Background: an optimization exercise with open tools, aiming at small area, a short achievable clock period and few clock cycles per item. Do not read the settings as production practice. No functional check of the RTL was part of any run shown here. Power figures rest on the tool's default switching activity, not on a simulated workload.

--- design/flow/flow/run.sh ---
#!/bin/bash
# The standard layout (standard.sh) with three changes: synthesis maps with
# ABC on flow/abc.script (flow/synth.tcl), the ports get plain buf_1 buffers,
# and repair_timing aims below the clock period (setup margin).
set -euo pipefail
W=$(pwd)
export BUFFER_PORTS_ARGS="-buffer_cell sky130_fd_sc_hd__buf_1"
export SETUP_SLACK_MARGIN=7.9
export FLOW_ABC_SCRIPT=$W/flow/abc.script
sed "s#SYNTH_SCRIPT=[^ ]*#SYNTH_SCRIPT=$W/flow/synth.tcl#" standard.sh > synth_step.sh
bash synth_step.sh synth > synth.log 2>&1
bash standard.sh > standard.log 2>&1
--- design/flow/config.mk ---
export PLATFORM = sky130hd
export DESIGN_NAME = huffmandecode
export DESIGN_NICKNAME = huffmandecode
export VERILOG_FILES = /design/flow/design.v
export SDC_FILE = /design/flow/constraint.sdc
export NUM_CORES = 8
export LEC_CHECK = 0
export CAP_MARGIN = 20
export CORE_MARGIN = 2
export CORE_UTILIZATION = 40
export SLEW_MARGIN = 20
export TNS_END_PERCENT = 5
--- design/flow/flow/abc.script ---
strash
dch -f
amap
strash
dch -f
amap
topo
stime -c
buffer -c
upsize -c
dnsize -c
--- design/flow/design.v ---
`timescale 1ns / 1ps
module huffmandecode(
clk,
huffrst,
code,
hufftable,
symaddr,
symdata,
huffdata,
hufflength,
hufffinish
    );
input clk,huffrst;
input[15:0] code;
input[8*16-1:0] hufftable;
output reg[7:0] symaddr;    
input[7:0] symdata;         
output reg[7:0] huffdata;
output [7:0] hufflength;
output reg hufffinish;
reg [7:0] g;         
reg [7:0] ca;        
reg [1:0] w;         
reg [3:0] n;         
reg       h;         
reg       one;       
reg       hs;        
reg       fix;       
reg [4:0] hl;        
assign hufflength = {3'b000, hl};
wire [7:0] c1   = hufftable[7:0];
wire [7:0] c2   = hufftable[15:8];
wire       b1   = code[15];
wire       b2   = code[14];
wire       hit1 = (c1[7:1] != 7'd0) | (c1[0] & ~b1);
wire       g1   = b1 & ~c1[0];                            
wire       big  = (c1[7:1] != 7'd0) | (c2[7:2] != 6'd0);
wire [1:0] a2   = c1[0] ? {b2, ~b2} : {b1, b2};           
function [5:0] first_entry(input [5:0] x);
    reg [2:0] c, b, g, s, a;
    reg       h1, h2;
    begin
        c = {1'b0, x[4:3]};           
        b = x[2:0];                   
        h1 = x[5] & ~b[2];            
        g = {2'b00, b[2] & ~x[5]};    
        g = {g[1:0], b[1]};           
        h2 = c > g;
        g = g - c;                    
        s = {2'b00, x[5]} + c;        
        a = s + {g[1:0], b[0]};       
        if (h1)      first_entry = {3'd0, b[2], 2'd0};
        else if (h2) first_entry = {2'd0, x[5] ? {b[1], ~b[1]} : b[2:1], 2'd0};
        else         first_entry = {1'b0, a, g[1:0]};
    end
endfunction
function [64*6-1:0] first_table(input dummy);
    integer i;
    begin
        for (i = 0; i < 64; i = i + 1) first_table[6*i +: 6] = first_entry(i[5:0]);
    end
endfunction
localparam [64*6-1:0] FIRST = first_table(1'b0);
wire [5:0] first = FIRST[6*{c1[0], c2[1:0], code[15:13]} +: 6];
wire [3:0] a0   = first[5:2];
wire [1:0] g2   = first[1:0];
wire       short = fix | hs;                        
wire [9:0] gn   = {1'b0, g, w[1]} - {2'b00, ca};    
wire       hit  = gn[9];                            
wire       dead = ~gn[9] & gn[8];                   
wire       nf   = ~short & ~h & ~hit & (dead | n == 4'd13);   
wire [14:0] sel = {~huffrst, {14{huffrst}} & (14'd1 << n)};
wire [7:0] grp [0:4];                               
wire [4:0] grpb;
genvar gi;
generate for (gi = 0; gi < 5; gi = gi + 1) begin : fg
    assign grp[gi] = (hufftable[8*(3*gi+3) +: 8] & {8{sel[3*gi]}})
                   | (hufftable[8*(3*gi+4) +: 8] & {8{sel[3*gi+1]}})
                   | (gi < 4 ? hufftable[8*(3*gi+5) +: 8] & {8{sel[3*gi+2]}}
                             : hufftable[8*2 +: 8] & {8{sel[14]}});
    assign grpb[gi] = (code[11-3*gi] & sel[3*gi])
                    | (gi < 4 ? code[10-3*gi] & sel[3*gi+1] : 1'b0)
                    | (gi < 4 ? code[9-3*gi] & sel[3*gi+2] : code[12] & sel[14]);
end endgenerate
wire [7:0] fetch_c = grp[0] | grp[1] | grp[2] | grp[3] | grp[4];    
wire       fetch_b = |grpb;                                           
always @(posedge clk) begin
    one   <= hit1;
    hs    <= (c1[0] & ~b1) | (c2[1:0] > {g1, b2});
    fix   <= big;
    ca   <= fetch_c;
    w[0] <= fetch_b;
    if (~huffrst) begin
        g  <= {6'd0, g2};
        symaddr <= {4'd0, a0};
        w[1] <= code[13];
    end else begin
        g  <= gn[7:0];
        symaddr <= fix & (n == 4'd0) ? {6'd0, one ? {1'b0, b1} : a2} : symaddr + gn[7:0] + {7'd0, w[0]};
        w[1] <= w[0];
    end
    if (~hufffinish) begin
        huffdata <= h ? symdata : 8'hff;
        hl <= ~h ? 5'd0 : one ? 5'd1 : short ? 5'd2 : {1'b0, n} + 5'd2;
    end
end
always @(posedge clk or negedge huffrst) begin
    if (~huffrst) begin
        hufffinish <= 1'b0;
        h <= 1'b0;
        n <= 4'd0;
    end else begin
        if (h | nf)
            hufffinish <= 1'b1;
        h <= short ? ~fix | (n == 4'd1) : hit;
        n <= n + 4'd1;
    end
end
endmodule
--- design/flow/standard.sh ---
#!/bin/bash
# synth_recipe.tcl (not shown) runs the flow's synth.tcl, then flattens the netlist and writes it again
# the make line also repeats each setting of config.mk as NAME=value (left out here)
make -C /OpenROAD-flow-scripts/flow DESIGN_CONFIG=/design/flow/config.mk WORK_HOME=/design/flow/orfs CLKGATE_MAP_FILE= SYNTH_SCRIPT=/design/flow/synth_recipe.tcl "${@:-finish}"
--- design/flow/constraint.sdc ---
create_clock -name core_clock -period 11.0 [get_ports {clk}]
set_input_delay 2.2000 -clock core_clock [delete_from_list [all_inputs] [get_ports {clk}]]
set_output_delay 2.2000 -clock core_clock [all_outputs]
set_load 0.01 [all_outputs]
--- design/flow/flow/synth.tcl ---
# The standard flow's synthesis script (synth_recipe.tcl), with ABC run on flow/abc.script
# (area-oriented mapping) instead of ORFS's speed or area script.
proc synth {args} { yosys synth -nofsm -noshare {*}$args }
proc abc {args} {
  set i [lsearch -exact $args -script]
  if {$i >= 0} { lset args [expr {$i + 1}] $::env(FLOW_ABC_SCRIPT) }
  yosys abc {*}$args
}
source $::env(SCRIPTS_DIR)/synth.tcl
# left out here: clear keep_hierarchy, flatten, clean up, hide names made inside functions, write 1_2_yosys.v
==> results of run 1 <==
==> cells in the final DEF (no fill, tap or decap), types with 3 or more instances in the layout <==
| cell | n |
|---|---|
| inv_2 | 10 |
| a32o_1 | 9 |
| a21oi_1 | 23 |
| inv_1 | 33 |
| o21ai_1 | 3 |
| nor4_1 | 4 |
| clkbuf_8 | 5 |
| or2_2 | 8 |
| conb_1 | 3 |
| a221o_1 | 4 |
| nand4_1 | 9 |
| o21ai_0 | 9 |
| nand2_1 | 21 |
| fa_1 | 3 |
| edfxtp_1 | 13 |
| o22ai_1 | 4 |
| a222oi_1 | 22 |
| a22oi_1 | 4 |
| nor3_4 | 6 |
| a211oi_1 | 5 |
| a22o_1 | 4 |
| dfrtp_1 | 6 |
| dfxtp_1 | 29 |
| o32ai_1 | 3 |
| buf_1 | 170 |
| ha_1 | 26 |
| nand3_1 | 8 |
| buf_4 | 11 |
| o21a_1 | 6 |
| nor3_1 | 7 |
| nor2_1 | 36 |
| nor2b_1 | 9 |
==> cell families (layout without fill, tap and decap cells) <==
family	after synthesis	in the layout	synth area share
compound gates	112	112	0.271
xor+xnor	1	1	0.00270
simple gates	119	119	0.188
buf+inv	59	242	0.0732
fa+ha+maj	29	29	0.119
other cells	1	3	0.00115
flops	48	48	0.345
==> layer usage <==
layer  up-vias  share of wire
met3        29          0.079
met4         0          0.030
li1       1764              -
met1      1673           0.38
met5         -              0
met2       208           0.51
==> stage by stage <==
| step | hold slack (ps) | std cells |
|---|---|---|
| CTS | 526 | 656 |
| global placement | 508 | 635 |
| floorplan | 464 | 371 |
| finish | 521 | 656 |
| global route | 553 | 656 |
| detailed placement | 501 | 635 |
==> worst max-delay path, stage by stage <==
cell and delay (ps):
buf_4 140, inv_2 100, ha_1 250, a211oi_1 220
nor4_1 80, o32a_1 360, o41ai_1 60
==> area by class of cell <==
class | count | area share
clock buffers | 5 | 0.0158
clock inverters | 3 | 0.00978
inverters | 45 | 0.0431
multi-input cells | 264 | 0.456
flip-flops and latches | 48 | 0.258
well taps | 102 | 0.0293
repair buffers | 187 | 0.185
repair inverters | 2 | 0.00403
==> flip-flops by register name, indices dropped and copies added, names as in the netlist <==
register,count
hl,5
n,4
huffdata,8
fix,1
symaddr,8
hs,1
h,1
g,8
w,2
ca,8
hufffinish,1
one,1
==> synthesized netlist by cell type, types with 7 or more instances <==
library cell   n  share of area
inv_1         36          0.042
nor2_1        36          0.042
dfxtp_1       29           0.18
ha_1          26           0.10
a21oi_1       24          0.037
a222oi_1      22          0.068
nand2_1       21          0.024
edfxtp_1      13           0.12
nand3_1       10          0.015
a32o_1         9          0.028
inv_2          9          0.010
nand4_1        9          0.017
nor2b_1        9          0.017
o21ai_0        9          0.014
or2_2          8          0.015
nor3_1         7          0.011
nor3_2         7          0.022
==> timing repair <==
action / 4_1_cts / 5_1_grt
setup buffers: 10 / 0
setup endpoints to repair: 15 / 16
pin swaps: 10 / 4
cloned: 3 / 0
gates resized for setup: 33 / 1
==> where the power goes <==
group	leakage [nW]	internal, mW	total [mW]	switching, mW
combinational	1.21	0.0723	0.164	0.0916
clock	0.0541	0.0673	0.127	0.0598
sequential	0.432	0.193	0.198	0.00488
total	1.70	0.333	0.489	0.156
==> final timing paths <==
path | endpoint | start | slack, ps | cells after the start
setup / recovery | symaddr[1]$_DFF_P_ | code[14] | 7790 | 7
hold / removal | h$_DFF_PN0_ | fix$_DFF_P_ | 520 | 2
setup reg to reg | symaddr[7]$_SDFF_PP0_ | ca[0]$_DFF_P_ | 8170 | 17
hold reg to reg | h$_DFF_PN0_ | fix$_DFF_P_ | 520 | 2
max in group asynchronous | h$_DFF_PN0_ | huffrst | 8970 | 2
min in group asynchronous | n[0]$_DFF_PN0_ | huffrst | 1920 | 2
==> impl_metrics.toml, run 1 <==
[status]
status = "complete, no violations"

[route]
viasPerCell = 5.60
wirelength_microns = 11300
ant_nets = 0
dr.pass1.iters = 6
initialDrtViolationCount = 265
drt-wirelength-per-cell_microns = 17.3
drc_errors = 0
num_vias = 3674

[die]
fp.dieW_microns = 94.1
rows = 32
start_util = 0.416
die-area_sq_um = 8850
fp.dieH_microns = 94.1
pin_count = 179
core_area_sq_um = 7810

[clock_tree]
cts_tree = "yes"
cts_max_level = 2
clk-insertion-delay-late_ps = 300
cts_buffers = 5
cts-root-buf = "clkbuf_8"
hold_buffers = 0
clkTransAtPathRegs_ps = 90
cts_sinks = 48
cts_max_path_buffers = 2

[critical_path]
worstPathRequired_ps = 11200
critPathMaxFanout = 7
setup.worst_path.start_class = "input pin"
end_kind = "flop"
cp.arrival_ps = 3410
worstSetupPathType = "input pin to flop"

[timing]
period_minus_slack_ps = 3210
rsz0062_at_grt = "true"
finalSetupTns_ps = 0
finalMaxSlewViolations = 0
hold_viol_final = 0
max_freq_mhz = 312
max-slew-margin-rel = 0.524
setup_viol = 0
fin_ws_ps = 7790
worst_pin_slew_ps = 712
period_share = 0.292
clock-skew-final_ps = 9.27

[cells_and_area]
ff_latch_area_sq_um = 1120
syn2layout_area_growth_pct = 34.0
multi_input_area_sq_um = 1980
final_nets = 736
drive_above_1_share = 0.121
nFillCells = 765
antenna_cells = 0
postLayoutCellArea_sq_um = 4350
final_core_util = 0.557

[placement]
place_congestion = 0.919
placed_cell_area_sq_um = 4000
pre_cts_slack_ps = 6920
port_buffers = 175
dpl.hpwl_microns = 8880

[logic_synthesis]
yosysWarnings = 3
synth_area_sq_um = 3250
ys_types = 52
ys_seq_elements = 48
async_flop_share = 0.125
ys_seq_area_frac = 0.345
syn_avg_cell_area_sq_um = 8.80
ys.flop_type = "dfxtp_1"
synth-edff-count = 13
synthCells = 369

[global_routing]
grt_max_degree = 16
use_met1 = 0.290
track_usage = 0.255
grt_pass1_wl_microns = 17500
gr-usage-met3 = 0.0482
antenna_found_initial = 0
use_met2 = 0.461
overflow = 0
grt_pass1_vias = 3795
busiest_layer = "met2"

[power_and_ir_drop]
pwr_density_cell_nw_per_um2 = 112
total_leakage_power_nw = 1.70
finalPower_mw = 0.489
ir_drop_mv = 0.0485

[worst_hold_path]
hold_class = "flop to flop"

[run]
max-cap-violations = 0
==> inputs of run 2 (changes only) <==
--- a/design/flow/flow/run.sh
+++ b/design/flow/flow/run.sh
@@ -6,5 +6,5 @@
 W=$(pwd)
 export BUFFER_PORTS_ARGS="-buffer_cell sky130_fd_sc_hd__buf_1"
-export SETUP_SLACK_MARGIN=7.9
+export SETUP_SLACK_MARGIN=8.0
 export FLOW_ABC_SCRIPT=$W/flow/abc.script
 sed "s#SYNTH_SCRIPT=[^ ]*#SYNTH_SCRIPT=$W/flow/synth.tcl#" standard.sh > synth_step.sh
==> run 2 against run 1 <==
Compared with the run above: synthesized area did not move; cell area unchanged; first-iteration DRC count stayed put; combinational power is essentially flat; worst setup slack unchanged; clock skew did not move; critical path type unchanged; highest routed layer unchanged.
==> impl_metrics.toml, run 2 <==
[status]
status = "complete, no violations"

[cells_and_area]
multi_input_area_sq_um = 1980
mostFrequentLayoutCells = "buf_1, nor2_1, inv_1"
syn2layout_area_growth_pct = 34.0
drive_above_1_share = 0.121
nFillCells = 765
antenna_cells = 0
ff_latch_area_sq_um = 1120
final_core_util = 0.557
mostFrequentLayoutCell = "buf_1"
final_nets = 736

[timing]
worst_pin_slew_ps = 712
finalSetupTns_ps = 0
fin_ws_ps = 7790
period_minus_slack_ps = 3210
finalMaxSlewViolations = 0
hold_viol_final = 0
setup_viol = 0
max_freq_mhz = 312
rsz0062_at_grt = "true"
clock-skew-final_ps = 9.27
period_share = 0.292
max-slew-margin-rel = 0.524

[clock_tree]
clkTransAtPathRegs_ps = 90
cts_max_level = 2
cts_buffers = 5
cts_tree = "yes"
hold_buffers = 0
cts_sinks = 48
clk-insertion-delay-late_ps = 300
cts-root-buf = "clkbuf_8"
cts_max_path_buffers = 2

[placement]
dpl.hpwl_microns = 8880
pre_cts_slack_ps = 6920
port_buffers = 175
place_congestion = 0.919

[power_and_ir_drop]
finalPower_mw = 0.489
ir_drop_mv = 0.0485
total_leakage_power_nw = 1.70
pwr_density_cell_nw_per_um2 = 112

[worst_hold_path]
hold_class = "flop to flop"

[critical_path]
worstSetupPathType = "input pin to flop"
critPathMaxFanout = 7
end_kind = "flop"
worstPathRequired_ps = 11200
slowest_stage = "o32a_1"
cp.arrival_ps = 3410
setup.worst_path.start_class = "input pin"
critical_path.max_stage_delay_ps = 360
path_cells = "buf_4 -> inv_2 -> ha_1 -> a211oi_1 -> nor4_1 -> o32a_1 -> o41ai_1"

[global_routing]
grt_max_degree = 16
track_usage = 0.255
grt_pass1_wl_microns = 17500
grt_pass1_vias = 3795
overflow = 0
antenna_found_initial = 0

[logic_synthesis]
ys_seq_elements = 48
async_flop_share = 0.125
synthCells = 369
ys.flop_type = "dfxtp_1"
synth-edff-count = 13
synth_top_area_share = 0.179
synth_area_sq_um = 3250
synthTopCellsByCount = "inv_1, nor2_1, dfxtp_1, ha_1, a21oi_1"
ys_seq_area_frac = 0.345
yosys.area.top_type = "dfxtp_1"
yosysWarnings = 3
ys_top_cells_by_area = "dfxtp_1, edfxtp_1, ha_1"
ys_types = 52
syn_avg_cell_area_sq_um = 8.80

[die]
start_util = 0.416
fp.dieH_microns = 94.1
fp.dieW_microns = 94.1
rows = 32
core_area_sq_um = 7810
die-area_sq_um = 8850
pin_count = 179

[route]
ant_nets = 0
drc_errors = 0
initialDrtViolationCount = 265
drt-wirelength-per-cell_microns = 17.3
viasPerCell = 5.60
wirelength_microns = 11300
num_vias = 3674
dr.pass1.iters = 6

[run]
max-cap-violations = 0
==> run 2: cell counts after synthesis <==
No cell type changed its count.
==> run 2: per-stage QoR <==
step	std cells	hold slack (ps)	area, sq um
after floorplan	371	464	3300
after global placement	635	508	4000
after detailed placement	635	501	4000
after CTS	656	526	4350
after global routing	656	553	4350
final	656	521	4350
==> run 2: where the power goes <==
group          switching [mW]  leakage, nW  internal (mW)
clock                  0.0598       0.0541         0.0673
combinational          0.0916         1.21         0.0723
sequential            0.00488        0.432          0.193
==> run 2: cell families (layout without fill, tap and decap cells) <==
logic type,count (synthesis),after routing,share of synthesized area
simple gates,119,119,0.188
compound gates,112,112,0.271
buf+inv,59,242,0.0732
flops,48,48,0.345
fa+ha+maj,29,29,0.119
other cells,1,3,0.00115
xor+xnor,1,1,0.00270
==> run 2: repair_timing <==
item	CTS	global route
pin swaps	10	4
setup buffers	10	0
setup endpoints to repair	37	39
resized for setup	33	1
cloned	3	0
endpoints found under the hold margin	0	0
==> run 2: final timing paths <==
kind / start / end / slack (ps) / cells after the start
worst max-delay path: code[14] / symaddr[1]$_DFF_P_ / 7790 / 7
worst min-delay path: fix$_DFF_P_ / h$_DFF_PN0_ / 520 / 2
min in group asynchronous: huffrst / n[0]$_DFF_PN0_ / 1920 / 2
worst min register to register: fix$_DFF_P_ / h$_DFF_PN0_ / 520 / 2
max in group asynchronous: huffrst / h$_DFF_PN0_ / 8970 / 2
worst max register to register: ca[0]$_DFF_P_ / symaddr[7]$_SDFF_PP0_ / 8170 / 17
==> run 2: cell type report <==
cell class	count	share of cell area
Tap cell	102	0.0293
Multi-Input combinational cell	264	0.456
Sequential cell	48	0.258
Timing Repair inverter	2	0.00403
Clock buffer	5	0.0158
Timing Repair Buffer	187	0.185
Inverter	45	0.0431
Clock inverter	3	0.00978
==> run 2: worst max-delay path: cells and delay by family <==
family	cells	cell delay, ps
compound gates	3	640
fa+ha+maj	1	250
buf+inv	2	240
simple gates	1	80
==> run 2: routing by layer <==
metal  global-route usage  part of all wire
met5                    0                 0
met4                0.115             0.030
met3               0.0482             0.079
met2                0.461              0.51
met1                0.290              0.38
==> inputs of run 3 (changes only) <==
--- a/design/flow/design.v
+++ b/design/flow/design.v
@@ -70,33 +70,29 @@
 wire       dead = ~gn[9] & gn[8];                   
 wire       nf   = ~short & ~h & ~hit & (dead | n == 4'd13);   
-wire [14:0] sel = {~huffrst, {14{huffrst}} & (14'd1 << n)};
-wire [7:0] grp [0:4];                               
-wire [4:0] grpb;
+wire [13:0] sel = 14'd1 << n;                      
+wire [7:0] grp [0:6];                               
+wire [6:0] grpb;
 genvar gi;
-generate for (gi = 0; gi < 5; gi = gi + 1) begin : fg
-    assign grp[gi] = (hufftable[8*(3*gi+3) +: 8] & {8{sel[3*gi]}})
-                   | (hufftable[8*(3*gi+4) +: 8] & {8{sel[3*gi+1]}})
-                   | (gi < 4 ? hufftable[8*(3*gi+5) +: 8] & {8{sel[3*gi+2]}}
-                             : hufftable[8*2 +: 8] & {8{sel[14]}});
-    assign grpb[gi] = (code[11-3*gi] & sel[3*gi])
-                    | (gi < 4 ? code[10-3*gi] & sel[3*gi+1] : 1'b0)
-                    | (gi < 4 ? code[9-3*gi] & sel[3*gi+2] : code[12] & sel[14]);
+generate for (gi = 0; gi < 7; gi = gi + 1) begin : fg
+    assign grp[gi] = (hufftable[8*(2*gi+3) +: 8] & {8{sel[2*gi]}})
+                   | (hufftable[8*(2*gi+4) +: 8] & {8{sel[2*gi+1]}});
+    assign grpb[gi] = gi < 6 ? (code[11-2*gi] & sel[2*gi]) | (code[10-2*gi] & sel[2*gi+1]) : 1'b0;
 end endgenerate
-wire [7:0] fetch_c = grp[0] | grp[1] | grp[2] | grp[3] | grp[4];    
-wire       fetch_b = |grpb;                                           
+wire [7:0] fetch_c = grp[0] | grp[1] | grp[2] | grp[3] | grp[4] | grp[5] | grp[6];    
+wire       fetch_b = |grpb;                                                           
 always @(posedge clk) begin
     one   <= hit1;
     hs    <= (c1[0] & ~b1) | (c2[1:0] > {g1, b2});
     fix   <= big;
-    ca   <= fetch_c;
-    w[0] <= fetch_b;
     if (~huffrst) begin
         g  <= {6'd0, g2};
         symaddr <= {4'd0, a0};
-        w[1] <= code[13];
+        ca <= hufftable[23:16];
+        w  <= code[13:12];
     end else begin
         g  <= gn[7:0];
         symaddr <= fix & (n == 4'd0) ? {6'd0, one ? {1'b0, b1} : a2} : symaddr + gn[7:0] + {7'd0, w[0]};
-        w[1] <= w[0];
+        ca <= fetch_c;
+        w  <= {w[0], fetch_b};
     end
     if (~hufffinish) begin
--- a/design/flow/flow/run.sh
+++ b/design/flow/flow/run.sh
@@ -6,5 +6,5 @@
 W=$(pwd)
 export BUFFER_PORTS_ARGS="-buffer_cell sky130_fd_sc_hd__buf_1"
-export SETUP_SLACK_MARGIN=8.0
+export SETUP_SLACK_MARGIN=7.7
 export FLOW_ABC_SCRIPT=$W/flow/abc.script
 sed "s#SYNTH_SCRIPT=[^ ]*#SYNTH_SCRIPT=$W/flow/synth.tcl#" standard.sh > synth_step.sh
==> run 3 against run 2 <==
Compared with the run above: still clean; maximum frequency down 0.56%; register-to-register slack about the same; clock skew rose by 1.1 ps; sequential share of layout area grew 0.87 points; highest routed layer unchanged.
==> impl_metrics.toml, run 3 <==
[power_and_ir_drop]
power_frac_seq = 0.411
pwr_density_cell_nw_per_um2 = 114
pwr-share-comb = 0.319
p_int_mw = 0.327
p_sw_mw = 0.153
clkPwrFrac = 0.270
power.switching_fraction = 0.319
ir_drop_mv = 0.0583
total_leakage_power_nw = 1.69

[critical_path]
critPathMaxFanout = 9
end_kind = "flop"
critical_path.top_delay_family = "simple AND/OR/NAND/NOR gates"
worstPathBufferInverterCount = 2
slowest_stage = "o41ai_2"
worstSetupPathType = "input pin to flop"
path_cells = "buf_2 -> inv_1 -> ha_1 -> nor2b_1 -> nor3_1 -> nor3_1 -> o41ai_2"
path_common_cell = "nor3_1"
setup.worst_path.start_class = "input pin"
cp.arrival_ps = 3450
worstPathRequired_ps = 11220
critical_path.max_stage_delay_ps = 320

[clock_tree]
cts_setup_buffers = 0
cts_buffers = 5
cts_sinks = 48
cts-root-buf = "clkbuf_8"
clkTransAtPathRegs_ps = 90
cts_tree = "yes"
clk-insertion-delay-late_ps = 310
hold_buffers = 0
cts_max_path_buffers = 2
cts_max_level = 2

[timing]
hold_ws_ps = 534
hold_viol_final = 0
max_freq_mhz = 310
fin_ws_ps = 7770
period_share = 0.293
rsz0062_at_grt = "true"
finalMaxSlewViolations = 0
setup_viol = 0
finalSetupTns_ps = 0
worst_pin_slew_ps = 827
clock-skew-final_ps = 10.4
period_minus_slack_ps = 3230
max-slew-margin-rel = 0.446

[logic_synthesis]
ys_types = 58
synth_most_common_cell = "nor2_1"
ys_seq_elements = 48
syn_avg_cell_area_sq_um = 8.61
ys_seq_area_frac = 0.333
yosys.area.top_type = "dfxtp_1"
synth_top_area_share = 0.172
synth-edff-count = 13
ys_top_cells_by_area = "dfxtp_1, edfxtp_1, ha_1"
synthTopCellsByCount = "nor2_1, inv_1, dfxtp_1, nand2_1, ha_1"
synthCells = 391
ys.flop_type = "dfxtp_1"
synth_area_sq_um = 3370
yosysWarnings = 2
async_flop_share = 0.125

[die]
fp.dieH_microns = 95.8
start_util = 0.412
rows = 33
fp.dieW_microns = 95.8
core_area_sq_um = 8180
pin_count = 179
die-area_sq_um = 9170

[global_routing]
grt_max_degree = 26
grt_pass1_vias = 3608
track_usage = 0.245
grt_pass1_wl_microns = 17300
antenna_found_initial = 0
overflow = 0

[placement]
place_congestion = 1.04
port_buffers = 175
pre_cts_slack_ps = 7270
dp.cells = 658
dpl.hpwl_microns = 8880

[cells_and_area]
antenna_cells = 0
final_core_util = 0.515
syn2layout_area_growth_pct = 24.9
mostFrequentLayoutCells = "buf_1, nor2_1, inv_1"
drive_above_1_share = 0.0713
mostFrequentLayoutCell = "buf_1"
fin_cells = 666
final_nets = 743

[worst_hold_path]
hold_class = "flop to flop"

[route]
dr.pass1.iters = 5
drt-wirelength-per-cell_microns = 16.7
initialDrtViolationCount = 292
drc_errors = 0
viasPerCell = 5.53
num_vias = 3681
wirelength_microns = 11100
ant_nets = 0

[status]
status = "complete, no violations"

[run]
max-cap-violations = 0
-- run 3: changes by cell type after synthesis, moves of 7 or more --
cell and change:
a222oi_1 -15, nor2_1 +11, a21oi_1 -10, nor2b_1 +10, a221oi_1 +9, a22oi_1 +7, a31oi_1 +7, nand4_1 -7
-- run 3: path summary, 6_finish.rpt --
kind	start	to	cells past startpoint	slack, ps
setup / recovery	code[14]	symaddr[1]$_DFF_P_	7	7770
hold / removal	w[0]$_DFF_P_	w[1]$_DFF_P_	2	530
setup reg to reg	ca[2]$_DFF_P_	symaddr[7]$_SDFF_PP0_	14	8170
hold reg to reg	w[0]$_DFF_P_	w[1]$_DFF_P_	2	530
max in group asynchronous	huffrst	n[2]$_DFF_PN0_	2	8880
min in group asynchronous	huffrst	hufffinish$_DFFE_PN0P_	2	1870
-- run 3: final cells by class --
cell class	instances	area, sq um
Clock buffer	5	68.8
Clock inverter	3	42.5
Fill cell	833	3970
Inverter	46	175
Multi-Input combinational cell	283	2000
Sequential cell	48	1120
Tap cell	105	131
Timing Repair Buffer	176	668
-- run 3: kinds of logic (layout without fill, tap and decap cells) --
kind of cell	after synthesis	after routing	share of synthesized area
adder cells (fa/ha/maj)	29	29	0.114
flip-flops	48	48	0.333
other	1	3	0.00111
AO/OA/AOI/OAI	115	115	0.276
buffers and inverters	62	230	0.0791
AND/OR/NAND/NOR	136	136	0.197
-- run 3: power groups by stage --
stage | logic (mW) | clock network [mW] | registers [mW]
2_1_floorplan | 0.108 | 0 | 0.201
3_3_place_gp | 0.149 | 0 | 0.202
3_5_place_dp | 0.152 | 0 | 0.202
4_1_cts | 0.153 | 0.132 | 0.198
5_1_grt | 0.176 | 0.137 | 0.199
6_report | 0.153 | 0.130 | 0.197
-- run 3: metal layers --
metal  track usage  wire length, microns  up-vias
met5             0                     0        -
met4        0.0774                   217        0
met3        0.0431                   937       18
met2         0.418                  5300      174
met1         0.316                  4680     1705
li1              -                     -     1784
-- run 3: metrics by stage --
step	area [sq um]	total power [mW]
floorplan	3380	0.309
global placement	4080	0.351
detailed placement	4080	0.353
CTS	4190	0.482
global route	4210	0.512
finish	4210	0.481
-- run 3: worst register-to-register path: stages (launching register included) --
cell and delay (ps):
dfxtp_1 320, inv_1 60, ha_1 340, a21o_1 210
a31oi_2 220, nor2_1 60, a21oi_1 180, ha_1 260
inv_1 80, nor2_1 60, o32ai_1 300, nor2_1 110
a221o_1 350, a21oi_1 130, nor2_1 40
-- run 3: timing repair --
action                     4_1_cts  5_1_grt
setup endpoints to repair        2        3
gates resized for setup          1        4
cloned                           0        0
pin swaps                        0        0
==> inputs of run 4 (changes only) <==
--- a/design/flow/flow/run.sh
+++ b/design/flow/flow/run.sh
@@ -6,5 +6,5 @@
 W=$(pwd)
 export BUFFER_PORTS_ARGS="-buffer_cell sky130_fd_sc_hd__buf_1"
-export SETUP_SLACK_MARGIN=7.7
+export SETUP_SLACK_MARGIN=7.9
 export FLOW_ABC_SCRIPT=$W/flow/abc.script
 sed "s#SYNTH_SCRIPT=[^ ]*#SYNTH_SCRIPT=$W/flow/synth.tcl#" standard.sh > synth_step.sh
==> run 4 against run 3 <==
Compared with the run above: power down 2.1%; critical path depth down 1; still clean; largest cell class unchanged; utilization grew 0.99 points; cell area is 1.9% higher; synthesized cell count unchanged; cell count is 0.60% higher; critical endpoint is now ca[6]$_DFF_P_; first-iteration DRC count decreased by 35%; die area stayed put; worst setup slack improved by 55 ps; sequential power is essentially flat; via count shrank 0.60%; count of clock-buffer cells in the layout increased by 1.
==> impl_metrics.toml, run 4 <==
[logic_synthesis]
yosys.area.top_type = "dfxtp_1"
syn_avg_cell_area_sq_um = 8.61
ys.flop_type = "dfxtp_1"
ys_seq_area_frac = 0.333
ys_top_cells_by_area = "dfxtp_1, edfxtp_1, ha_1"
synthTopCellsByCount = "nor2_1, inv_1, dfxtp_1, nand2_1, ha_1"
synth_most_common_cell = "nor2_1"
ys_seq_elements = 48
async_flop_share = 0.125
synth-edff-count = 13
synthCells = 391
ys_types = 58
synth_top_area_share = 0.172
yosysWarnings = 2
synth_area_sq_um = 3370

[critical_path]
r2r-start = "ca[2]$_DFF_P_"
worstSetupPathType = "input pin to flop"
slowest_stage = "a2111oi_0"
critical_path.max_stage_delay_ps = 470
worstPathBufferInverterCount = 1
worstPathRequired_ps = 11170
setup.worst_path.start_class = "input pin"
reg2reg_depth = 15
critical_path.top_delay_family = "compound AO/OA/AOI/OAI gates"
critPathMaxFanout = 1
end_kind = "flop"
cp.arrival_ps = 3340
r2r-end = "symaddr[7]$_SDFF_PP0_"
path_cells = "buf_1 -> a22o_1 -> a31oi_1 -> nand3_1 -> a2111oi_0 -> a21oi_1"
r2r_slack_ps = 8160

[clock_tree]
clk-insertion-delay-late_ps = 310
cts_tree = "yes"
cts_max_path_buffers = 2
cts_max_level = 2
hold_buffers = 0
clkTransAtPathRegs_ps = 90
cts_buffers = 5
cts_sinks = 48
cts-root-buf = "clkbuf_8"

[global_routing]
grt_pass1_vias = 3719
grt_pass1_wl_microns = 17700
antenna_found_initial = 1
track_usage = 0.254
overflow = 0
grt_max_degree = 26

[cells_and_area]
final_nets = 747
mostFrequentLayoutCells = "buf_1, nor2_1, inv_1"
fin_cells = 670
antenna_cells = 0
mostFrequentLayoutCell = "buf_1"
drive_above_1_share = 0.0991
nFillCells = 802
syn2layout_area_growth_pct = 27.3

[power_and_ir_drop]
power_frac_seq = 0.421
ir_drop_mv = 0.0580
total_leakage_power_nw = 1.69
clkPwrFrac = 0.243
finalPower_mw = 0.470
power.switching_fraction = 0.335
pwr-share-comb = 0.336
p_sw_mw = 0.158
p_int_mw = 0.313
pwr_density_cell_nw_per_um2 = 110

[die]
fp.dieH_microns = 95.8
pin_count = 179
rows = 33
core_area_sq_um = 8180
start_util = 0.412
die-area_sq_um = 9170
fp.dieW_microns = 95.8

[run]
max-cap-violations = 0

[timing]
finalSetupTns_ps = 0
setup_viol = 0
clock-skew-final_ps = 9.52
finalMaxSlewViolations = 0
worst_pin_slew_ps = 908
period_minus_slack_ps = 3170
hold_ws_ps = 513
max-slew-margin-rel = 0.391
period_share = 0.288
max_freq_mhz = 315
hold_viol_final = 0
rsz0062_at_grt = "true"

[placement]
dpl.hpwl_microns = 9270
place_congestion = 0.946
port_buffers = 175
dp.cells = 658

[route]
viasPerCell = 5.46
drt-wirelength-per-cell_microns = 17.1
dr.pass1.iters = 5
ant_nets = 0
wirelength_microns = 11400
initialDrtViolationCount = 190
num_vias = 3659
drc_errors = 0

[worst_hold_path]
worstHoldPathCells = 2
hold_class = "flop to flop"
whs_endpoint = "w[1]$_DFF_P_"
hold_path_startpoint = "w[0]$_DFF_P_"

[status]
status = "complete, no violations"
==> run 4: cells by family (layout without fill, tap and decap cells) <==
group / after synthesis / after routing / synth area share
AND/OR/NAND/NOR: 136 / 136 / 0.197
AO/OA/AOI/OAI: 115 / 115 / 0.276
buffers and inverters: 62 / 234 / 0.0791
flip-flops: 48 / 48 / 0.333
adder cells (fa/ha/maj): 29 / 29 / 0.114
other: 1 / 3 / 0.00111
==> run 4: per-layer routing <==
layer | routed length (microns) | track usage | vias up
met5 | 13 | 0 | -
met3 | 813 | 0.0439 | 33
met1 | 4540 | 0.303 | 1657
li1 | - | - | 1791
met4 | 393 | 0.0952 | 2
met2 | 5680 | 0.456 | 176
==> run 4: repair_timing <==
item / in CTS / in global routing
pin swaps: 0 / 4
resized for setup: 3 / 12
setup endpoints to repair: 9 / 14
cloned: 0 / 0
buffers inserted: 0 / 4
==> run 4: through the flow <==
stage / setup slack (ps) / cell area (sq um) / util
2_1_floorplan: 7860 / 3420 / -
3_3_place_gp: 7340 / 4120 / 0.504
3_5_place_dp: 7260 / 4120 / 0.504
4_1_cts: 7840 / 4220 / 0.516
5_1_grt: 7810 / 4290 / 0.525
6_report: 7830 / 4290 / 0.525
==> run 4: worst max-delay path by stage <==
stage	cells after the start	startpoint	end	slack, ps
4_1_cts	8	code[15]	symaddr[0]$_DFF_P_	7840
6_report	6	hufftable[86]	ca[6]$_DFF_P_	7830
3_3_place_gp	7	code[14]	symaddr[1]$_DFF_P_	7340
2_1_floorplan	6	code[13]	symaddr[1]$_DFF_P_	7860
5_1_grt	8	code[13]	symaddr[0]$_DFF_P_	7810
3_5_place_dp	8	code[15]	symaddr[0]$_DFF_P_	7260
==> run 4: power groups by stage <==
| stage | sequential [mW] | clock, mW | combinational, mW |
|---|---|---|---|
| 3_3_place_gp | 0.202 | 0 | 0.152 |
| 4_1_cts | 0.198 | 0.118 | 0.156 |
| 3_5_place_dp | 0.202 | 0 | 0.155 |
| 2_1_floorplan | 0.201 | 0 | 0.109 |
| 5_1_grt | 0.200 | 0.125 | 0.182 |
| 6_report | 0.198 | 0.114 | 0.158 |
==> run 4: layout make-up <==
cell class / instances / area (sq um) / share of cell area
inverter: 46 / 185 / 0.0432
sequential: 48 / 1120 / 0.261
clock inverter: 2 / 15.0 / 0.00350
tap: 105 / 131 / 0.0306
clock buffer: 6 / 82.6 / 0.0193
timing repair buffer: 180 / 703 / 0.164
multi-input combinational: 283 / 2050 / 0.478
==> run 4: tightest hold or removal path, cell delays in order (launching register included) <==
cell	delay [ps]
dfxtp_1	300
inv_1	90
o22ai_1	70
==> inputs of run 5 (changes only) <==
--- a/design/flow/design.v
+++ b/design/flow/design.v
@@ -14,9 +14,12 @@
 input[15:0] code;
 input[8*16-1:0] hufftable;
-output reg[7:0] symaddr;    
+output [7:0] symaddr;       
 input[7:0] symdata;         
-output reg[7:0] huffdata;
+output [7:0] huffdata;
 output [7:0] hufflength;
 output reg hufffinish;
+reg [7:0] sa;
+assign symaddr  = sa;
+assign huffdata = sa;
 reg [7:0] g;         
 reg [7:0] ca;        
@@ -70,15 +73,18 @@
 wire       dead = ~gn[9] & gn[8];                   
 wire       nf   = ~short & ~h & ~hit & (dead | n == 4'd13);   
-wire [13:0] sel = 14'd1 << n;                      
-wire [7:0] grp [0:6];                               
-wire [6:0] grpb;
+wire [14:0] sel = 15'd1 << n;                      
+wire [7:0] grp [0:4];                               
+wire [4:0] grpb;
 genvar gi;
-generate for (gi = 0; gi < 7; gi = gi + 1) begin : fg
-    assign grp[gi] = (hufftable[8*(2*gi+3) +: 8] & {8{sel[2*gi]}})
-                   | (hufftable[8*(2*gi+4) +: 8] & {8{sel[2*gi+1]}});
-    assign grpb[gi] = gi < 6 ? (code[11-2*gi] & sel[2*gi]) | (code[10-2*gi] & sel[2*gi+1]) : 1'b0;
+generate for (gi = 0; gi < 5; gi = gi + 1) begin : fg
+    assign grp[gi] = (hufftable[8*(3*gi+3) +: 8] & {8{sel[3*gi]}})
+                   | (hufftable[8*(3*gi+4) +: 8] & {8{sel[3*gi+1]}})
+                   | (gi < 4 ? hufftable[8*(3*gi+5) +: 8] & {8{sel[3*gi+2]}} : 8'd0);
+    assign grpb[gi] = (code[11-3*gi] & sel[3*gi])
+                    | (gi < 4 ? code[10-3*gi] & sel[3*gi+1] : 1'b0)
+                    | (gi < 4 ? code[9-3*gi] & sel[3*gi+2] : 1'b0);
 end endgenerate
-wire [7:0] fetch_c = grp[0] | grp[1] | grp[2] | grp[3] | grp[4] | grp[5] | grp[6];    
-wire       fetch_b = |grpb;                                                           
+wire [7:0] fetch_c = grp[0] | grp[1] | grp[2] | grp[3] | grp[4];    
+wire       fetch_b = |grpb;                                           
 always @(posedge clk) begin
     one   <= hit1;
@@ -87,15 +93,16 @@
     if (~huffrst) begin
         g  <= {6'd0, g2};
-        symaddr <= {4'd0, a0};
+        sa <= {4'd0, a0};
         ca <= hufftable[23:16];
         w  <= code[13:12];
     end else begin
         g  <= gn[7:0];
-        symaddr <= fix & (n == 4'd0) ? {6'd0, one ? {1'b0, b1} : a2} : symaddr + gn[7:0] + {7'd0, w[0]};
+        if (~hufffinish)
+            sa <= h ? symdata : nf ? 8'hff : fix & (n == 4'd0) ? {6'd0, one ? {1'b0, b1} : a2}
+                                           : sa + gn[7:0] + {7'd0, w[0]};
         ca <= fetch_c;
         w  <= {w[0], fetch_b};
     end
     if (~hufffinish) begin
-        huffdata <= h ? symdata : 8'hff;
         hl <= ~h ? 5'd0 : one ? 5'd1 : short ? 5'd2 : {1'b0, n} + 5'd2;
     end
--- a/design/flow/flow/run.sh
+++ b/design/flow/flow/run.sh
@@ -6,5 +6,5 @@
 W=$(pwd)
 export BUFFER_PORTS_ARGS="-buffer_cell sky130_fd_sc_hd__buf_1"
-export SETUP_SLACK_MARGIN=7.9
+export SETUP_SLACK_MARGIN=7.7
 export FLOW_ABC_SCRIPT=$W/flow/abc.script
 sed "s#SYNTH_SCRIPT=[^ ]*#SYNTH_SCRIPT=$W/flow/synth.tcl#" standard.sh > synth_step.sh
==> run 5 against run 4 <==
Compared with the run above: still clean; utilization decreased by 0.59 points; flip-flop and latch count decreased by 8; maximum frequency decreased by 2.8%; worst setup slack worse by 91 ps; via count down 0.41%.
==> impl_metrics.toml, run 5 <==
[placement]
port_buffers = 175
dpl.hpwl_microns = 8780
place_congestion = 0.889
dp.cells = 648

[critical_path]
slowest_stage = "clkdlybuf4s18_2"
setup.worst_path.start_class = "input pin"
r2r_slack_ps = 7950
end_kind = "flop"
r2r-end = "sa[7]$_SDFFE_PN0N_"
critical_path.max_stage_delay_ps = 460
cp.arrival_ps = 3330
path_cells = "clkdlybuf4s18_2 -> clkinvlp_4 -> nand2_1 -> o41ai_1 -> a31o_1"
worstSetupPathType = "input pin to flop"
r2r-start = "ca[2]$_DFF_P_"
critPathMaxFanout = 18
worstPathRequired_ps = 11070
reg2reg_depth = 16

[cells_and_area]
fin_cells = 660
mostFrequentLayoutCell = "buf_1"
final_nets = 739
ff_latch_area_sq_um = 921
drive_above_1_share = 0.0700
reg_top3 = "ca x8, g x8, sa x8"
syn2layout_area_growth_pct = 25.7
nFillCells = 786
mostFrequentLayoutCells = "buf_1, inv_1, nor2_1"
multi_input_area_sq_um = 1930
final_core_util = 0.519

[worst_hold_path]
hold_class = "flop to flop"
hold_path_startpoint = "sa[4]$_SDFFE_PN0N_"
whs_endpoint = "sa[4]$_SDFFE_PN0N_"
worstHoldPathCells = 2

[logic_synthesis]
synthSimpleGateAreaFrac = 0.185
synth_most_common_cell = "inv_1"
muxShareOfSynthArea = 0
yosys.area.top_type = "dfxtp_1"
ys_seq_area_frac = 0.290
synth-compound-area-share = 0.295
syn_avg_cell_area_sq_um = 8.05
yosysWarnings = 3
ys_types = 55
synth_top_family_by_area = "compound AO/OA/AOI/OAI gates"
synth_fa_ha_area_frac = 0.121
synth_area_sq_um = 3170
synth-edff-count = 9
ys_seq_elements = 40
synth_xor_area_frac = 0
ys_top_cells_by_area = "dfxtp_1, ha_1, edfxtp_1"
synthCells = 394
synth_top_area_share = 0.158
synthTopCellsByCount = "inv_1, nor2_1, ha_1, a222oi_1, dfxtp_1"
async_flop_share = 0.150
ys.flop_type = "dfxtp_1"

[global_routing]
antenna_found_initial = 1
overflow = 0
grt_max_degree = 20
track_usage = 0.237
grt_pass1_wl_microns = 15900
grt_pass1_vias = 3245

[route]
drc_errors = 0
viasPerCell = 5.52
wirelength_microns = 10900
drt-wirelength-per-cell_microns = 16.5
ant_nets = 0
num_vias = 3644
dr.pass1.iters = 5
initialDrtViolationCount = 319

[clock_tree]
cts_buffers = 5
cts-root-buf = "clkbuf_8"
cts_max_level = 2
cts_max_path_buffers = 2
clkTransAtPathRegs_ps = 90
cts_sinks = 40
clk-insertion-delay-late_ps = 300
cts_tree = "yes"

[timing]
setup_viol = 0
finalMaxSlewViolations = 0
period_minus_slack_ps = 3260
rsz0062_at_grt = "true"
clock-skew-final_ps = 9.15
max_freq_mhz = 307
worst_pin_slew_ps = 1110
max-slew-margin-rel = 0.255
period_share = 0.297
finalSetupTns_ps = 0
hold_viol_final = 0

[status]
status = "complete, no violations"

[die]
fp.dieH_microns = 93.0
start_util = 0.413
core_area_sq_um = 7690
die-area_sq_um = 8660
fp.dieW_microns = 93.0
pin_count = 179
rows = 32

[run]
max-cap-violations = 0

[power_and_ir_drop]
total_leakage_power_nw = 1.62
pwr_density_cell_nw_per_um2 = 111
ir_drop_mv = 0.0542
[run 5: worst max path at each step]
| stage | from | depth (start not counted) | to | slack, ps |
|---|---|---|---|---|
| floorplan | code[13] | 7 | sa[0]$_DFFE_PP_ | 7710 |
| global placement | huffrst | 5 | sa[2]$_DFFE_PP_ | 6760 |
| detailed placement | huffrst | 5 | sa[2]$_DFFE_PP_ | 6720 |
| CTS | code[14] | 8 | sa[1]$_DFFE_PP_ | 7550 |
| global route | code[14] | 8 | sa[1]$_DFFE_PP_ | 7640 |
| finish | huffrst | 5 | sa[2]$_DFFE_PP_ | 7740 |
[run 5: power breakdown]
group | leakage, nW | total [mW] | switching (mW) | internal, mW
Sequential | 0.369 | 0.167 | 0.00498 | 0.162
Combinational | 1.20 | 0.162 | 0.0896 | 0.0721
Clock | 0.0573 | 0.116 | 0.0562 | 0.0594
Total | 1.62 | 0.445 | 0.151 | 0.294
[run 5: final cells by class]
| cell class | count | share of cell area |
|---|---|---|
| diodes | 1 | 0.000628 |
| clock buffers | 6 | 0.0235 |
| clock inverters | 2 | 0.00377 |
| inverters | 53 | 0.0508 |
| multi-input cells | 277 | 0.483 |
| flip-flops and latches | 40 | 0.231 |
| well taps | 102 | 0.0320 |
| repair buffers | 178 | 0.173 |
| repair inverters | 1 | 0.00188 |
[run 5: stage by stage]
step	worst slack, ps	total power [mW]	area (sq um)	hold WS (ps)
global route	7640	0.475	3990	532
CTS	7550	0.447	3980	513
floorplan	7710	0.282	3200	462
detailed placement	6720	0.328	3840	501
finish	7740	0.445	3990	514
global placement	6760	0.325	3840	491
[run 5: critical path: cells and delay by family]
| kind | cells | cell delay, ps |
|---|---|---|
| AND/OR/NAND/NOR | 1 | 150 |
| AO/OA/AOI/OAI | 2 | 290 |
| buffers and inverters | 2 | 690 |
[run 5: cell families (layout without fill, tap and decap cells)]
group / Yosys count / after routing
AOI/OAI and AO/OA: 125 / 125
adders and majority gates: 29 / 29
buffers and inverters: 79 / 240
DFF: 40 / 40
other: 1 / 4
and+or+nand+nor: 120 / 120
[run 5: layer usage]
layer	vias to the layer above	track usage	share of wire
li1	1787	-	-
met1	1680	0.333	0.44
met2	161	0.371	0.47
met3	16	0.0548	0.081
met4	0	0.0490	0.013
met5	-	0	0
[run 5: timing repair]
item / CTS / global route
gates resized for setup: 3 / 10
endpoints found under the setup margin: 22 / 19
hold buffers: 0 / 0
gates cloned: 1 / 0
buffers inserted: 2 / 0
==> inputs of run 6 (changes only) <==
--- a/design/flow/flow/run.sh
+++ b/design/flow/flow/run.sh
@@ -6,5 +6,5 @@
 W=$(pwd)
 export BUFFER_PORTS_ARGS="-buffer_cell sky130_fd_sc_hd__buf_1"
-export SETUP_SLACK_MARGIN=7.7
+export SETUP_SLACK_MARGIN=7.8
 export FLOW_ABC_SCRIPT=$W/flow/abc.script
 sed "s#SYNTH_SCRIPT=[^ ]*#SYNTH_SCRIPT=$W/flow/synth.tcl#" standard.sh > synth_step.sh
==> run 6 against run 5 <==
Compared with the run above: count of clock-buffer cells in the layout stayed put; first-iteration DRC count is 28% higher; combinational power hardly changed; synthesized cell count stayed put; via count is 2.3% higher; maximum frequency is 2.0% higher; highest routed layer unchanged; cell count is 0.15% higher; still clean; critical path depth is 2 higher.
==> impl_metrics.toml, run 6 <==
[route]
wirelength_microns = 10900
viasPerCell = 5.64
ant_nets = 0
initialDrtViolationCount = 408
num_vias = 3727
dr.pass1.iters = 8
drc_errors = 0
drt-wirelength-per-cell_microns = 16.6

[critical_path]
setup.worst_path.start_class = "input pin"
cp.arrival_ps = 3260
worstSetupPathType = "input pin to flop"
worstPathBufferInverterCount = 2
critical_path.max_stage_delay_ps = 240
critical_path.top_delay_family = "compound AO/OA/AOI/OAI gates"
worstPathRequired_ps = 11060
slowest_stage = "a32o_1"
r2r_slack_ps = 8010
path_cells = "buf_2 -> inv_4 -> o22ai_1 -> nor2_1 -> o21ai_1 -> o221ai_1 -> a32o_1"
critPathMaxFanout = 10
reg2reg_depth = 14
crit_cells = 7
end_kind = "flop"

[die]
core_area_sq_um = 7690
fp.dieW_microns = 93.0
rows = 32
die-area_sq_um = 8660
start_util = 0.413
fp.dieH_microns = 93.0
pin_count = 179

[cells_and_area]
antenna_cells = 0
reg_top3 = "ca x8, g x8, sa x8"
syn2layout_area_growth_pct = 27.4
mostFrequentLayoutCell = "buf_1"
final_core_util = 0.526
mostFrequentLayoutCells = "buf_1, inv_1, nor2_1"
final_nets = 741
drive_above_1_share = 0.0859

[timing]
max-slew-margin-rel = 0.414
clock-skew-final_ps = 14.0
finalSetupTns_ps = 0
period_share = 0.291
setup_viol = 0
fin_ws_ps = 7800
rsz0062_at_grt = "true"
hold_ws_ps = 500
finalMaxSlewViolations = 0
worst_pin_slew_ps = 872
period_minus_slack_ps = 3200
max_freq_mhz = 313
hold_viol_final = 0

[logic_synthesis]
synth_most_common_cell = "inv_1"
ys.flop_type = "dfxtp_1"
yosys.area.top_type = "dfxtp_1"
synth-edff-count = 9
yosysWarnings = 3
ys_seq_area_frac = 0.290
syn_avg_cell_area_sq_um = 8.05
ys_seq_elements = 40
synth_top_area_share = 0.158
ys_top_cells_by_area = "dfxtp_1, ha_1, edfxtp_1"
synthCells = 394
ys_types = 55
async_flop_share = 0.150
synthTopCellsByCount = "inv_1, nor2_1, ha_1, a222oi_1, dfxtp_1"
synth_area_sq_um = 3170

[global_routing]
grt_pass1_vias = 3311
antenna_found_initial = 0
grt_max_degree = 20
use_met2 = 0.368
busiest_layer = "met2"
track_usage = 0.240
grt_pass1_wl_microns = 16200
use_met1 = 0.345
overflow = 0
gr-usage-met3 = 0.0540

[clock_tree]
cts_max_path_buffers = 2
cts_sinks = 40
cts-root-buf = "clkbuf_8"
cts_tree = "yes"
cts_buffers = 5
cts_max_level = 2
clk-insertion-delay-late_ps = 310
clkTransAtPathRegs_ps = 90

[placement]
dpl.hpwl_microns = 8750
place_congestion = 0.980
pre_cts_slack_ps = 6710
port_buffers = 175

[power_and_ir_drop]
pwr_density_cell_nw_per_um2 = 110
ir_drop_mv = 0.0582
total_leakage_power_nw = 1.64

[status]
status = "complete, no violations"

[worst_hold_path]
worstHoldPathCells = 2
hold_class = "flop to flop"

[run]
max-cap-violations = 0
==> run 6: worst paths after layout <==
path | start | end
max | code[15] | sa[0]$_DFFE_PP_
min | w[0]$_DFF_P_ | w[1]$_DFF_P_
max reg2reg | ca[2]$_DFF_P_ | sa[6]$_SDFFE_PN0N_
min reg2reg | w[0]$_DFF_P_ | w[1]$_DFF_P_
max in group asynchronous | huffrst | hufffinish$_DFFE_PN0P_
min in group asynchronous | huffrst | n[1]$_DFF_PN0_
==> run 6: what timing repair did <==
item                                    CTS  global route
endpoints found under the setup margin   30            16
hold buffers                              0             0
setup buffers                             3             0
cloned                                    1             0
resized for setup                         7             9
==> run 6: cells by family after synthesis <==
group                    share of synthesized area
flip-flops                                   0.290
adder cells (fa/ha/maj)                      0.121
AND/OR/NAND/NOR                              0.185
buffers and inverters                        0.107
AO/OA/AOI/OAI                                0.295
other                                      0.00118
==> run 6: tightest hold or removal path, cell delays in order (launching register included) <==
cell	delay, ps
dfxtp_1	340
nand2_1	60
o21ai_0	60
==> run 6: area by class of cell <==
type                       count  area (sq um)
fill                         767          3650
timing repair buffer         180           703
tap                          102           128
clock buffer                   6          93.8
sequential                    40           921
multi-input combinational    277          1970
clock inverter                 2          11.3
timing repair inverter         1          7.51
inverter                      53           208
==> run 6: stage by stage <==
| stage | instances | power [mW] | cell area, sq um |
|---|---|---|---|
| 2_1_floorplan | 396 | 0.284 | 3250 |
| 3_3_place_gp | 649 | 0.327 | 3890 |
| 3_5_place_dp | 649 | 0.330 | 3890 |
| 4_1_cts | 661 | 0.446 | 4040 |
| 5_1_grt | 661 | 0.476 | 4040 |
| 6_report | 661 | 0.444 | 4040 |
==> run 6: power by group <==
part	switching [mW]	internal (mW)
Clock	0.0541	0.0582
Sequential	0.00499	0.162
Combinational	0.0907	0.0736
==> run 6: metal layers <==
metal / up-vias / part of all wire
li1: 1794 / -
met1: 1716 / 0.44
met2: 198 / 0.46
met5: - / 0
met3: 19 / 0.094
met4: 0 / 0.013
==> inputs of run 7 (changes only) <==
--- a/design/flow/flow/run.sh
+++ b/design/flow/flow/run.sh
@@ -6,5 +6,5 @@
 W=$(pwd)
 export BUFFER_PORTS_ARGS="-buffer_cell sky130_fd_sc_hd__buf_1"
-export SETUP_SLACK_MARGIN=7.8
+export SETUP_SLACK_MARGIN=7.9
 export FLOW_ABC_SCRIPT=$W/flow/abc.script
 sed "s#SYNTH_SCRIPT=[^ ]*#SYNTH_SCRIPT=$W/flow/synth.tcl#" standard.sh > synth_step.sh
==> run 7 against run 6 <==
Compared with the run above: still clean on timing, DRC and antenna; power is 0.42% higher; non-clock buffer count stayed put; via count is 0.80% lower; synthesized area stayed put; global-route usage is 0.11 points higher; die area stayed put.
==> impl_metrics.toml, run 7 <==
[logic_synthesis]
synth_area_sq_um = 3170
synthTopCellsByCount = "inv_1, nor2_1, ha_1, a222oi_1, dfxtp_1"
ys_seq_elements = 40
ys_top_cells_by_area = "dfxtp_1, ha_1, edfxtp_1"
syn_avg_cell_area_sq_um = 8.05
ys.flop_type = "dfxtp_1"
yosys.area.top_type = "dfxtp_1"
synth_most_common_cell = "inv_1"
synthCells = 394
ys_seq_area_frac = 0.290
async_flop_share = 0.150
synth_top_area_share = 0.158
synth-edff-count = 9
ys_types = 55
yosysWarnings = 3

[timing]
hold_viol_final = 0
finalMaxSlewViolations = 0
period_minus_slack_ps = 3170
setup_viol = 0
fin_ws_ps = 7830
finalSetupTns_ps = 0
clock-skew-final_ps = 8.50
worst_pin_slew_ps = 897
period_share = 0.289
rsz0062_at_grt = "true"
max-slew-margin-rel = 0.401
max_freq_mhz = 315

[power_and_ir_drop]
power_frac_seq = 0.376
total_leakage_power_nw = 1.65
pwr-share-comb = 0.365
p_int_mw = 0.296
finalPower_mw = 0.446
power.switching_fraction = 0.337
pwr_density_cell_nw_per_um2 = 110
clkPwrFrac = 0.259
p_sw_mw = 0.150
ir_drop_mv = 0.0597

[cells_and_area]
antenna_cells = 0
nFillCells = 786
mostFrequentLayoutCell = "buf_1"
syn2layout_area_growth_pct = 28.3
reg_top3 = "ca x8, g x8, sa x8"
drive_above_1_share = 0.0948
mostFrequentLayoutCells = "buf_1, inv_1, nor2_1"
postLayoutCellArea_sq_um = 4070
final_nets = 741

[placement]
pre_cts_slack_ps = 6670
place_congestion = 0.875
dpl.hpwl_microns = 8830
placed_cell_area_sq_um = 3890
port_buffers = 175

[clock_tree]
cts_tree = "yes"
cts-root-buf = "clkbuf_8"
cts_buffers = 5
clkTransAtPathRegs_ps = 80
cts_sinks = 40
cts_max_path_buffers = 2
cts_max_level = 2
clk-insertion-delay-late_ps = 300

[die]
start_util = 0.413
fp.dieW_microns = 93.0
rows = 32
fp.dieH_microns = 93.0
pin_count = 179
core_area_sq_um = 7690
die-area_sq_um = 8660

[route]
drt-wirelength-per-cell_microns = 16.6
drc_errors = 0
num_vias = 3697
viasPerCell = 5.59
ant_nets = 0
initialDrtViolationCount = 393
wirelength_microns = 11000
dr.pass1.iters = 7

[critical_path]
critPathMaxFanout = 5
critical_path.top_delay_family = "compound AO/OA/AOI/OAI gates"
worstPathBufferInverterCount = 2
path_cells = "buf_2 -> inv_4 -> ha_4 -> a211oi_2 -> a32oi_1 -> o221ai_2 -> a32o_1"
worstSetupPathType = "input pin to flop"
worstPathRequired_ps = 11050
slowest_stage = "a32oi_1"
cp.arrival_ps = 3220
critical_path.max_stage_delay_ps = 220
end_kind = "flop"
setup.worst_path.start_class = "input pin"

[global_routing]
antenna_found_initial = 0
grt_pass1_vias = 3304
grt_pass1_wl_microns = 16500
grt_max_degree = 20
overflow = 0
track_usage = 0.241

[run]
max-cap-violations = 0

[worst_hold_path]
hold_class = "flop to flop"

[status]
status = "complete, no violations"
==> run 7: cell counts after synthesis <==
Identical to the previous run, type by type.
==> run 7: repair_timing <==
| action | 4_1_cts | 5_1_grt |
|---|---|---|
| buffers inserted | 3 | 0 |
| gates cloned | 1 | 0 |
| resized for setup | 20 | 3 |
| hold buffers | 0 | 0 |
| pin swaps | 0 | 2 |
| setup endpoints to repair | 34 | 25 |
==> run 7: final cells by class <==
type | count | area, sq um | share of cell area
Tap cell | 102 | 128 | 0.0314
Multi-Input combinational cell | 277 | 1990 | 0.489
Timing Repair inverter | 1 | 7.51 | 0.00185
Timing Repair Buffer | 180 | 708 | 0.174
Inverter | 53 | 208 | 0.0510
Clock inverter | 2 | 15.0 | 0.00369
Sequential cell | 40 | 921 | 0.226
Clock buffer | 6 | 93.8 | 0.0231
==> run 7: power by group through the flow <==
stage / Clock, mW / Combinational, mW / Sequential (mW)
floorplan: 0 / 0.114 / 0.170
global placement: 0 / 0.156 / 0.171
detailed placement: 0 / 0.158 / 0.171
CTS: 0.119 / 0.162 / 0.168
global route: 0.126 / 0.183 / 0.169
finish: 0.115 / 0.163 / 0.167
==> run 7: through the flow <==
| step | util | hold WS [ps] | std cells |
|---|---|---|---|
| 2_1_floorplan | - | 462 | 396 |
| 3_3_place_gp | 0.506 | 492 | 649 |
| 6_report | 0.529 | 513 | 661 |
| 5_1_grt | 0.529 | 527 | 661 |
| 4_1_cts | 0.528 | 513 | 661 |
| 3_5_place_dp | 0.506 | 500 | 649 |
==> run 7: worst paths after layout <==
kind                               startpoint                     end  slack (ps)  depth (start not counted)
worst max-delay path                 code[13]         sa[0]$_DFFE_PP_        7830                          7
worst min-delay path             w[0]$_DFF_P_            w[1]$_DFF_P_         510                          2
worst max register to register  ca[2]$_DFF_P_      sa[7]$_SDFFE_PN0N_        8020                         16
worst min register to register   w[0]$_DFF_P_            w[1]$_DFF_P_         510                          2
max in group asynchronous             huffrst  hufffinish$_DFFE_PN0P_        9030                          1
min in group asynchronous             huffrst          n[1]$_DFF_PN0_        1760                          1
==> run 7: worst min-delay path, cell delays in order, from the launching register on <==
cell	delay, ps
dfxtp_1	340
nand2_1	60
o21ai_0	70
==> run 7: cells by family after synthesis <==
group	synth area share
flip-flops	0.290
AO/OA/AOI/OAI	0.295
buffers and inverters	0.107
adder cells (fa/ha/maj)	0.121
AND/OR/NAND/NOR	0.185
other	0.00118
==> run 7: routing by layer <==
metal	share of wire	routed length, microns	vias up	track usage
met1	0.45	4900	1708	0.363
met2	0.46	5010	184	0.365
met4	0.0096	105	0	0.0355
li1	-	-	1790	-
met3	0.087	960	15	0.0475
met5	0	0	-	0
==> inputs of run 8 (changes only) <==
--- a/design/flow/design.v
+++ b/design/flow/design.v
@@ -25,11 +25,10 @@
 reg [7:0] ca;        
 reg [1:0] w;         
-reg [3:0] n;         
+reg [4:0] k;         
 reg       h;         
 reg       one;       
 reg       hs;        
 reg       fix;       
-reg [4:0] hl;        
-assign hufflength = {3'b000, hl};
+assign hufflength = {3'b000, k};
 wire [7:0] c1   = hufftable[7:0];
 wire [7:0] c2   = hufftable[15:8];
@@ -72,6 +71,7 @@
 wire       hit  = gn[9];                            
 wire       dead = ~gn[9] & gn[8];                   
-wire       nf   = ~short & ~h & ~hit & (dead | n == 4'd13);   
-wire [14:0] sel = 15'd1 << n;                      
+wire       nf   = ~short & ~h & ~hit & (dead | k == 5'd15);   
+wire [16:0] selk = 17'd1 << k;
+wire [14:0] sel = selk[16:2];                       
 wire [7:0] grp [0:4];                               
 wire [4:0] grpb;
@@ -99,11 +99,8 @@
         g  <= gn[7:0];
         if (~hufffinish)
-            sa <= h ? symdata : nf ? 8'hff : fix & (n == 4'd0) ? {6'd0, one ? {1'b0, b1} : a2}
+            sa <= h ? symdata : nf ? 8'hff : fix & (k == 5'd2) ? {6'd0, one ? {1'b0, b1} : a2}
                                            : sa + gn[7:0] + {7'd0, w[0]};
         ca <= fetch_c;
         w  <= {w[0], fetch_b};
-    end
-    if (~hufffinish) begin
-        hl <= ~h ? 5'd0 : one ? 5'd1 : short ? 5'd2 : {1'b0, n} + 5'd2;
     end
 end
@@ -112,10 +109,11 @@
         hufffinish <= 1'b0;
         h <= 1'b0;
-        n <= 4'd0;
+        k <= 5'd2;
     end else begin
         if (h | nf)
             hufffinish <= 1'b1;
-        h <= short ? ~fix | (n == 4'd1) : hit;
-        n <= n + 4'd1;
+        h <= short ? ~fix | (k == 5'd3) : hit;
+        if (~hufffinish)
+            k <= h ? (short ? {3'd0, ~one, one} : k) : nf ? 5'd0 : k + 5'd1;
     end
 end
--- a/design/flow/flow/run.sh
+++ b/design/flow/flow/run.sh
@@ -6,5 +6,5 @@
 W=$(pwd)
 export BUFFER_PORTS_ARGS="-buffer_cell sky130_fd_sc_hd__buf_1"
-export SETUP_SLACK_MARGIN=7.9
+export SETUP_SLACK_MARGIN=7.7
 export FLOW_ABC_SCRIPT=$W/flow/abc.script
 sed "s#SYNTH_SCRIPT=[^ ]*#SYNTH_SCRIPT=$W/flow/synth.tcl#" standard.sh > synth_step.sh
==> run 8 against run 7 <==
Compared with the run above: critical endpoint is now sa[1]$_DFFE_PP_; worst hold slack worse by 7.9 ps; critical path type unchanged; global-route usage up 2.3 points; largest power group is now combinational cells; die area down 3.4%; utilization up 1.3 points; worst setup slack worse by 110 ps; via count up 0.49%; power up 6.4%; still clean; cell area down 2.2%; routed wire length up 6.1%; clock power down 3%; combinational power up 26%.
==> impl_metrics.toml, run 8 <==
[clock_tree]
clkTransAtPathRegs_ps = 80
cts_max_path_buffers = 2
cts_tree = "yes"
cts-root-buf = "clkbuf_8"
clk-insertion-delay-late_ps = 300
cts_max_level = 2
cts_buffers = 5
hold_buffers = 0
cts_sinks = 36

[power_and_ir_drop]
finalPower_mw = 0.474
ir_drop_mv = 0.0689
pwr_density_cell_nw_per_um2 = 119
total_leakage_power_nw = 1.56

[critical_path]
worstPathRequired_ps = 11060
worstSetupPathType = "input pin to flop"
end_kind = "flop"
cp.arrival_ps = 3340
setup.worst_path.start_class = "input pin"
critPathMaxFanout = 9
startpoint = "hufftable[0]"
r2r-start = "w[1]$_DFF_P_"

[die]
pin_count = 179
start_util = 0.417
fp.dieH_microns = 91.4
die-area_sq_um = 8360
fp.dieW_microns = 91.4
core_area_sq_um = 7330
rows = 31

[timing]
setup_viol = 0
finalSetupTns_ps = 0
clock-skew-final_ps = 8.16
period_share = 0.298
period_minus_slack_ps = 3280
fin_ws_ps = 7720
max-slew-margin-rel = 0.255
finalMaxSlewViolations = 0
max_freq_mhz = 305
hold_viol_final = 0
worst_pin_slew_ps = 1110
rsz0062_at_grt = "true"

[worst_hold_path]
hold_path_startpoint = "sa[6]$_SDFFE_PN0N_"
hold_class = "flop to flop"

[route]
wl_met1_microns = 5160
num_vias = 3715
wirelength_microns = 11600
drc_errors = 0
viasPerCell = 5.65
wl_met3_microns = 1130
topRoutingLayerUsed = "met4"
met2_length_microns = 5220
drt-wirelength-per-cell_microns = 17.7
initialDrtViolationCount = 384
ant_nets = 0
dr.pass1.iters = 6

[logic_synthesis]
syn_avg_cell_area_sq_um = 7.96
ys_seq_elements = 36
synthCells = 384
async_flop_share = 0.194
ys_top_cells_by_area = "dfxtp_1, ha_1, a222oi_1"
yosysWarnings = 3
synth_area_sq_um = 3060
yosys.area.top_type = "dfxtp_1"
ys_seq_area_frac = 0.261
ys_types = 60
synth_most_common_cell = "inv_1"
synth_top_area_share = 0.164
synth-edff-count = 4
ys.flop_type = "dfxtp_1"
synthTopCellsByCount = "inv_1, nor2_1, a222oi_1, nand2_1, ha_1"

[placement]
port_buffers = 175
placed_cell_area_sq_um = 3790
place_congestion = 0.979
dp.cells = 644
pre_cts_slack_ps = 7100
dpl.hpwl_microns = 9280

[global_routing]
track_usage = 0.264
grt_pass1_vias = 3314
grt_max_degree = 27
overflow = 0
antenna_found_initial = 0
grt_pass1_wl_microns = 17300

[cells_and_area]
syn2layout_area_growth_pct = 30.1
drive_above_1_share = 0.0842
antenna_cells = 0
nFillCells = 735
mostFrequentLayoutCells = "buf_1, inv_1, nor2_1"
fin_cells = 657
final_nets = 740
postLayoutCellArea_sq_um = 3980
mostFrequentLayoutCell = "buf_1"
reg_top3 = "ca x8, g x8, sa x8"

[run]
max-cap-violations = 0

[status]
status = "complete, no violations"
-- run 8: worst max-delay path: stages --
cell and delay [ps]:
clkbuf_4 170, inv_2 160, nor2_2 70, nor2_1 100, nor3_1 50, or3_1 350, a32o_1 240
-- run 8: routing by layer --
metal,vias up,track usage
li1,1792,-
met2,196,0.386
met1,1714,0.407
met3,13,0.0407
met4,0,0.0530
met5,-,0
-- run 8: what timing repair did --
action,4_1_cts,5_1_grt
endpoints found under the setup margin,11,10
buffers inserted,4,0
pin swaps,0,4
gates resized for setup,6,14
gates cloned,1,0
-- run 8: final timing paths --
check | endpoint | slack (ps) | cells past startpoint
worst max-delay path | sa[1]$_DFFE_PP_ | 7720 | 7
worst min-delay path | sa[6]$_SDFFE_PN0N_ | 500 | 2
worst max register to register | sa[1]$_DFFE_PP_ | 7910 | 15
worst min register to register | sa[6]$_SDFFE_PN0N_ | 500 | 2
max in group asynchronous | k[1]$_DFFE_PN1P_ | 8890 | 2
min in group asynchronous | k[3]$_DFFE_PN0P_ | 1860 | 2
-- run 8: per-stage QoR --
step                hold slack [ps]   util
floorplan                       462      -
global placement                495  0.516
detailed placement              499  0.516
CTS                             510  0.537
global route                    527  0.543
finish                          505  0.543
-- run 8: cell type report --
type | instances | area [sq um] | area share
multi-input combinational | 278 | 2010 | 0.506
sequential | 36 | 797 | 0.200
timing repair buffer | 181 | 719 | 0.181
inverter | 54 | 216 | 0.0544
tap | 99 | 124 | 0.0311
clock buffer | 6 | 93.8 | 0.0236
clock inverter | 2 | 11.3 | 0.00283
timing repair inverter | 1 | 5.00 | 0.00126
-- run 8: cells by family (layout without fill, tap and decap cells) --
family          count (synthesis)  in the layout  synth area share
flops                          36             36             0.261
simple gates                  124            124             0.194
fa+ha+maj                      29             29             0.126
other cells                     1              3           0.00123
buf+inv                        72            244             0.102
compound gates                122            122             0.316
-- run 8: where the power goes --
part / leakage [nW] / switching (mW) / internal, mW / total [mW]
clock network: 0.0566 / 0.0529 / 0.0581 / 0.111
logic: 1.17 / 0.118 / 0.0868 / 0.205
registers: 0.332 / 0.00923 / 0.149 / 0.158
total: 1.56 / 0.180 / 0.294 / 0.474

Re-timed with assumed drivers on the ports (clkbuf_16 on the clock, buf_2 on other inputs), run 8 has 7.727 ns of setup slack against 7.719 ns with ideal ports, and 7.402 ns once port delays also move by the mid clock arrival of 0.325 ns.
